What follows belongs to an exercise in optimizing a design on an open flow for small area and a short achievable clock period; a production flow would make more cautious choices. In this exercise RTL edits were held to simulation tests only and were not proved equivalent to the original. Power and IR drop assume default switching activity.

Design cpu8, start of the top module:
module cpu8(clk,rst,IR,Data_in,PC,MW_out,Address,Data_out,R0d,R1d,R2d,R3d,R4d,R5d,R6d,R7d);
input clk,rst;
input [15:0] IR;
input [7:0] Data_in;
output [7:0] PC;
output MW_out;
output [7:0] Address,Data_out,R0d,R1d,R2d,R3d,R4d,R5d,R6d,R7d;
reg [7:0] PC;
reg [7:0] R0d,R1d,R2d,R3d,R4d,R5d,R6d,R7d;
wire [2:0] DA = IR[8:6];
wire [2:0] AA = IR[5:3];
wire [2:0] BA = IR[2:0];
wire MB = IR[15];
wire MD = IR[13];
wire RW = ~IR[14];
wire MW = IR[14] & ~IR[15];
wire PL = IR[14] & IR[15];
wire JB = IR[13];
wire BC = IR[9];
wire [3:0] FS = {IR[12:10], ~PL & IR[9]};
reg [7:0] A, Bd;
always @(*) begin
	case (AA)
	3'd0: A = R0d; 3'd1: A = R1d; 3'd2: A = R2d; 3'd3: A = R3d;
	3'd4: A = R4d; 3'd5: A = R5d; 3'd6: A = R6d; default: A = R7d;
	endcase
	case (BA)
	3'd0: Bd = R0d; 3'd1: Bd = R1d; 3'd2: Bd = R2d; 3'd3: Bd = R3d;
	3'd4: Bd = R4d; 3'd5: Bd = R5d; 3'd6: Bd = R6d; default: Bd = R7d;
	endcase
end
wire [7:0] B = MB ? {5'b00000, IR[2:0]} : Bd;
wire [7:0] X = FS[2] ? (FS[1] ? 8'hFF : ~B) : (FS[1] ? B : 8'h00);
wire [8:0] S9 = {A, 1'b1} + {X, FS[0]};
wire [7:0] S = S9[8:1];
reg [7:0] L;
always @(*) begin
	case (FS[2:0])
	3'd0: L = A & B;
	3'd1: L = A | B;
	3'd2: L = A ^ B;
	3'd3: L = ~A;
	3'd4: L = B;
	3'd5: L = {1'b0, B[7:1]};
	3'd6: L = {B[6:0], 1'b0};
	default: L = 8'h00;
	endcase
end
  ...
==> flow/config.mk <==
export PLATFORM = sky130hd
export DESIGN_NAME = cpu8
export DESIGN_NICKNAME = cpu8
export VERILOG_FILES = /design/flow/design.v
export SDC_FILE = /design/flow/constraint.sdc
export NUM_CORES = 4
export LEC_CHECK = 0
export CAP_MARGIN = 20
export CORE_MARGIN = 2
export CORE_UTILIZATION = 40
export SETUP_SLACK_MARGIN = 4
export SLEW_MARGIN = 20
==> flow/constraint.sdc <==
create_clock -name core_clock -period 7.0 [get_ports {clk}]
set_input_delay 1.4000 -clock core_clock [delete_from_list [all_inputs] [get_ports {clk}]]
set_output_delay 1.4000 -clock core_clock [all_outputs]
set_load 0.01 [all_outputs]
standard.sh (not shown) runs the stock make flow with config.mk's settings and CLKGATE_MAP_FILE= SYNTH_SCRIPT=/design/flow/synth_recipe.tcl, a recipe that flattens the netlist after the stock synthesis.
==> flow/flow/run.sh <==
#!/bin/bash
set -o pipefail
export BUFFER_PORTS_ARGS="-buffer_cell sky130_fd_sc_hd__buf_2"
export SETUP_MOVE_SEQUENCE="unbuffer,sizeup,swap"
bash standard.sh finish > standard.log 2>&1
Next try:
==> flow/flow/run.sh (replaced) <==
#!/bin/bash
set -o pipefail
export BUFFER_PORTS_ARGS="-buffer_cell sky130_fd_sc_hd__buf_2"
bash standard.sh finish > standard.log 2>&1
Settings changed: SETUP_SLACK_MARGIN 4 to default.
What happened: Routed wire length came out lower by a few percent; die area is unchanged; critical path depth came out higher by 5; core utilization came out lower by 4.8 points; register-to-register slack loses 0.89 ns; worst setup slack loses 1.4 ns.
Next try:
Settings changed: SETUP_SLACK_MARGIN from default to 2.5.
Flip-flop and latch count stays the same.
Power goes down by 2.1%.
Design area climbs by 4.2%.
Count of clock-buffer cells in the layout is unchanged.
Next try:
Settings changed: CORE_UTILIZATION 40 to 60, SETUP_SLACK_MARGIN 2.5 to 2.
Via count is lower by 1.6%; utilization grows by 21 points; power came out lower by 12%; routed wire length decreases by 10%; final area shrinks by about 6%; global-route usage grows by 8.4 points; die area drops by 32%; synthesized area is unchanged; sequential share of layout area rose by 2.0 points.

---

== job 8476 ==
Starting RTL as in the previous note.
Design cpu8, start of the top module:
module cpu8(clk,rst,IR,Data_in,PC,MW_out,Address,Data_out,R0d,R1d,R2d,R3d,R4d,R5d,R6d,R7d);
input clk,rst;
input [15:0] IR;
input [7:0] Data_in;
output [7:0] PC;
output MW_out;
output [7:0] Address,Data_out,R0d,R1d,R2d,R3d,R4d,R5d,R6d,R7d;
reg [7:0] PC;
reg [7:0] R0d,R1d,R2d,R3d,R4d,R5d,R6d,R7d;
wire [2:0] DA = IR[8:6];
wire [2:0] AA = IR[5:3];
wire [2:0] BA = IR[2:0];
wire MB = IR[15];
wire MD = IR[13];
wire RW = ~IR[14];
wire MW = IR[14] & ~IR[15];
wire PL = IR[14] & IR[15];
wire JB = IR[13];
wire BC = IR[9];
wire [3:0] FS = {IR[12:10], ~PL & IR[9]};
reg [7:0] A, Bd;
always @(*) begin
	case (AA)
	3'd0: A = R0d; 3'd1: A = R1d; 3'd2: A = R2d; 3'd3: A = R3d;
	3'd4: A = R4d; 3'd5: A = R5d; 3'd6: A = R6d; default: A = R7d;
	endcase
	case (BA)
	3'd0: Bd = R0d; 3'd1: Bd = R1d; 3'd2: Bd = R2d; 3'd3: Bd = R3d;
	3'd4: Bd = R4d; 3'd5: Bd = R5d; 3'd6: Bd = R6d; default: Bd = R7d;
	endcase
end
wire [7:0] B = MB ? {5'b00000, IR[2:0]} : Bd;
wire [7:0] X = FS[2] ? (FS[1] ? 8'hFF : ~B) : (FS[1] ? B : 8'h00);
wire [8:0] S9 = {A, 1'b1} + {X, FS[0]};
wire [7:0] S = S9[8:1];
reg [7:0] L;
always @(*) begin
	case (FS[2:0])
	3'd0: L = A & B;
	3'd1: L = A | B;
	3'd2: L = A ^ B;
	3'd3: L = ~A;
	3'd4: L = B;
	3'd5: L = {1'b0, B[7:1]};
	3'd6: L = {B[6:0], 1'b0};
	default: L = 8'h00;
	endcase
end
wire [7:0] G = FS[3] ? L : S;
wire [7:0] BusD = MD ? Data_in : G;
wire WE = RW & ~rst;
always @(posedge clk) begin
  ...
export LEC_CHECK = 0
export CAP_MARGIN = 20
export CORE_MARGIN = 2
export CORE_UTILIZATION = 40
export SETUP_SLACK_MARGIN = 2.5
export SLEW_MARGIN = 20
create_clock -name core_clock -period 7.0 [get_ports {clk}]
==> flow/flow/run.sh <==
#!/bin/bash
# Layout flow: the standard ORFS flow (standard.sh) with these changes:
#  - synthesis leaves adders to ABC (no half/full adder cell extraction), so
#    the carry logic is mapped for delay together with the rest; registers
#    are the same as in the standard synthesis
#  - plain buffers (not delay cells) on the ports; the smallest one on ports
#    driven straight by registers (R0d..R7d, PC)
#  - a clock tree of clkbuf_8 without dummy loads
# Every tool's output is in the ORFS logs under orfs/logs; make's in standard.log.
set -o pipefail
export ADDER_MAP_FILE=
export BUFFER_PORTS_ARGS="-buffer_cell sky130_fd_sc_hd__buf_2"
export POST_GLOBAL_PLACE_TCL=$(pwd)/flow/small_out_bufs.tcl
export CTS_ARGS="-sink_clustering_enable -repair_clock_nets -dont_use_dummy_load -buf_list sky130_fd_sc_hd__clkbuf_8"
bash standard.sh finish > standard.log 2>&1
==> flow/flow/small_out_bufs.tcl <==
# Ports fed straight from registers (R0d..R7d, PC) are not timing-critical:
# give them the smallest buffer instead of the one buffer_ports used.
set db [ord::get_db]
set block [ord::get_db_block]
set small [$db findMaster sky130_fd_sc_hd__buf_1]
set n 0
foreach bt [$block getBTerms] {
  if {![regexp {^(R[0-7]d|PC)\[} [$bt getName]]} { continue }
  set net [$bt getNet]
  if {$net eq "NULL"} { continue }
  foreach it [$net getITerms] {
    if {[$it isOutputSignal]} {
      set inst [$it getInst]
      if {[[$inst getMaster] getName] eq "sky130_fd_sc_hd__buf_2"} { $inst swapMaster $small; incr n }
    }
  }
}
puts "small_out_bufs: $n output buffers resized to buf_1"
Job 8476 reached the end of the flow, and the finished layout is clean on the timing, design-rule and antenna checks.
Edits applied to the flow inputs when going from job 8476 to job 5408:
Settings: CORE_UTILIZATION: 40 -> 65.
==> flow/flow/run.sh <==
#!/bin/bash
set -o pipefail
export BUFFER_PORTS_ARGS="-buffer_cell sky130_fd_sc_hd__buf_2"
export POST_GLOBAL_PLACE_TCL=$(pwd)/flow/small_out_bufs.tcl
export CTS_ARGS="-sink_clustering_enable -repair_clock_nets -dont_use_dummy_load -buf_list sky130_fd_sc_hd__clkbuf_8"
bash standard.sh finish > standard.log 2>&1
==> comparison <==
- The final layout from job 5408, which completed every stage, passed the timing, design-rule and antenna checks at the end of the flow.
- On post-synthesis instance area, job 8476 and job 5408 are basically level.
- Die width for job 5408: 21% down relative to job 8476
- Going from job 8476 to job 5408, multi-input logic portion of the cell area held steady, final design instance area without fill decreased about 1.4%, clock network fraction of design power neither gained nor lost much.
- Compared to job 8476, the router laid down less metal wire for job 5408.
- For the average cell area after synthesis, job 5408 came in 7.7% higher than job 8476 did.
- Job 5408 vs job 8476: wire length of the first global-routing pass down by more than 10%
--- input diff job 5408..job 8693 ---
Settings: swapping 65 for 40 in CORE_UTILIZATION; swapping 2.5 for 3 in SETUP_SLACK_MARGIN.
==> flow/flow/run.sh <==
#!/bin/bash
set -o pipefail
export BUFFER_PORTS_ARGS="-buffer_cell sky130_fd_sc_hd__buf_2"
bash standard.sh finish > standard.log 2>&1
removed: flow/flow/small_out_bufs.tcl
Notes after the runs:
Changes observed in job 8693 relative to job 5408: number of instances resized during post-cts repair saw an increase; mean number of vias per cell saw a decrease; cell count along the critical path saw a decrease; overall power of the completed layout saw an increase; detailed-route wire length saw an increase. Diff job 5408..job 8693 | final total negative setup slack | negligible. Compared to job 5408, job 8693 has global-route usage 7.7 points lower. Changes observed in job 8693 relative to job 5408: longest individual stage delay on the worst path rose 0.14 ns; final clock period utilization by the worst path dropped 1.4 points; final worst slack rose by 0.096 ns.

---

cpu8, a different RTL version from the one above (not shown whole).
For scale: about 620 cells after synthesis, roughly 72 flip-flops, about 120 I/O pins.
==> flow/config.mk <==
export PLATFORM = sky130hd
export DESIGN_NAME = cpu8
export DESIGN_NICKNAME = cpu8
export VERILOG_FILES = /design/flow/design.v
export SDC_FILE = /design/flow/constraint.sdc
export NUM_CORES = 4
export LEC_CHECK = 0
export CAP_MARGIN = 20
export CORE_MARGIN = 2
export CORE_UTILIZATION = 40
export SETUP_SLACK_MARGIN = 3.0
export SLEW_MARGIN = 20
==> flow/constraint.sdc <==
create_clock -name core_clock -period 7.0 [get_ports {clk}]
set_input_delay 1.4000 -clock core_clock [delete_from_list [all_inputs] [get_ports {clk}]]
set_output_delay 1.4000 -clock core_clock [all_outputs]
set_load 0.01 [all_outputs]
==> flow/flow/run.sh <==
#!/bin/bash
set -o pipefail
export BUFFER_PORTS_ARGS="-buffer_cell sky130_fd_sc_hd__buf_2"
export POST_GLOBAL_PLACE_TCL=$(pwd)/flow/small_out_bufs.tcl
export CTS_ARGS="-sink_clustering_enable -repair_clock_nets -dont_use_dummy_load -buf_list sky130_fd_sc_hd__clkbuf_8"
bash standard.sh finish > standard.log 2>&1
==> flow/flow/small_out_bufs.tcl <==
# Ports fed straight from registers (R0d..R7d, PC) are not timing-critical:
# give them the smallest buffer instead of the one buffer_ports used.
set db [ord::get_db]
set block [ord::get_db_block]
set small [$db findMaster sky130_fd_sc_hd__buf_1]
set n 0
foreach bt [$block getBTerms] {
  if {![regexp {^(R[0-7]d|PC)\[} [$bt getName]]} { continue }
  set net [$bt getNet]
  if {$net eq "NULL"} { continue }
  foreach it [$net getITerms] {
    if {[$it isOutputSignal]} {
      set inst [$it getInst]
      if {[[$inst getMaster] getName] eq "sky130_fd_sc_hd__buf_2"} { $inst swapMaster $small; incr n }
    }
  }
}
puts "small_out_bufs: $n output buffers resized to buf_1"
Next try:
--- a/flow/flow/run.sh
+++ b/flow/flow/run.sh
@@ -1,3 +1,12 @@
 #!/bin/bash
+# Layout flow: the standard ORFS flow (standard.sh) with these changes:
+#  - synthesis leaves adders to ABC (no half/full adder cell extraction), so
+#    the carry logic is mapped for delay together with the rest; registers
+#    are the same as in the standard synthesis
+#  - plain buffers (not delay cells) on the ports; the smallest one on ports
+#    driven straight by registers (R0d..R7d, PC)
+#  - a clock tree of clkbuf_8 without dummy loads
+# Every tool's output is in the ORFS logs under orfs/logs; make's in standard.log.
 set -o pipefail
+export ADDER_MAP_FILE=
 export BUFFER_PORTS_ARGS="-buffer_cell sky130_fd_sc_hd__buf_2"
SETUP_SLACK_MARGIN = 2.5   (was 3.0)
Effect: Final cell count drops by 9.6%. Via count falls by 13%. Routed wire length goes down by 21%. Worst hold slack gets worse by 0.036 ns. Cell area fell by 20%. Flip-flop and latch count does not change. Synthesized cell count drops by 2.6%. Non-clock buffer count is lower by 68.
Next try:
SETUP_SLACK_MARGIN = 3.0   (was 2.5)
=>
- synthesized cell count is unchanged
- wire length came out higher by 16%
- critical path depth rises by 2
- setup slack improved by 0.38 ns
- cell area increases by 21%
- via count went up by 10%
- synthesized area does not change
Next try:
SETUP_SLACK_MARGIN = 2.75   (was 3.0)
=>
- worst hold slack is better by 0.019 ns
- count of clock-buffer cells in the layout stays the same
- area after synthesis is unchanged
- utilization fell by 6.7 points
- global-route usage goes down by 1.9 points
- total power drops by 7.1%
- routed wire length decreases by about 10%
- maximum frequency drops by 2.5%
- worst setup slack degrades by 0.10 ns
- final area came out lower by 12%

## port drivers added, routing unchanged
No port has a modelled driver above. Below, the same layouts with a new extraction and two added sets of constraints.
Step 1 sets driving cells, clkbuf_16 on the clock port and buf_2 on the other inputs (assumed; they add their load-dependent delay and slew).
Step 2, shift: input delay + t, output delay - t, t = (earliest + latest rising clock arrival at the registers) / 2. This alone moves slack from input paths to output paths.
a / b / c = ideal / step 1 / step 2; a / b = the first two.
run	shift t [ns]	setup slack, ns	clock arrival spread, ns	worst data-port slew with drivers (ns)
the first run of note 1	0.383	2.613 / 2.563 / 2.180	0.008 / 0.008	0.08
the second run of note 1	0.370	1.184 / 1.191 / 0.821	0.005 / 0.006	0.04
the third run of note 1	0.386	2.595 / 2.415 / 2.063	0.010 / 0.010	0.20
the fourth run of note 1	0.386	2.209 / 2.215 / 1.829	0.015 / 0.014	0.07
job 8476	0.382	2.567 / 2.524 / 2.143	0.017 / 0.017	0.08
job 5408	0.375	2.557 / 2.444 / 2.069	0.031 / 0.030	0.15
job 8693	0.385	2.654 / 2.442 / 2.209	0.010 / 0.010	0.31
the first run of note 3	0.396	2.497 / 2.435 / 2.123	0.018 / 0.019	0.17
the second run of note 3	0.376	2.525 / 2.495 / 2.228	0.016 / 0.016	0.06
the third run of note 3	0.374	2.900 / 2.787 / 2.414	0.021 / 0.021	0.18
the fourth run of note 3	0.381	2.796 / 2.664 / 2.306	0.027 / 0.027	0.20
After both steps setup and hold are still met in every run listed. The setup slack of the third run of note 1, which loses most, moves by -0.180 ns with the drivers and by -0.532 ns with both steps.
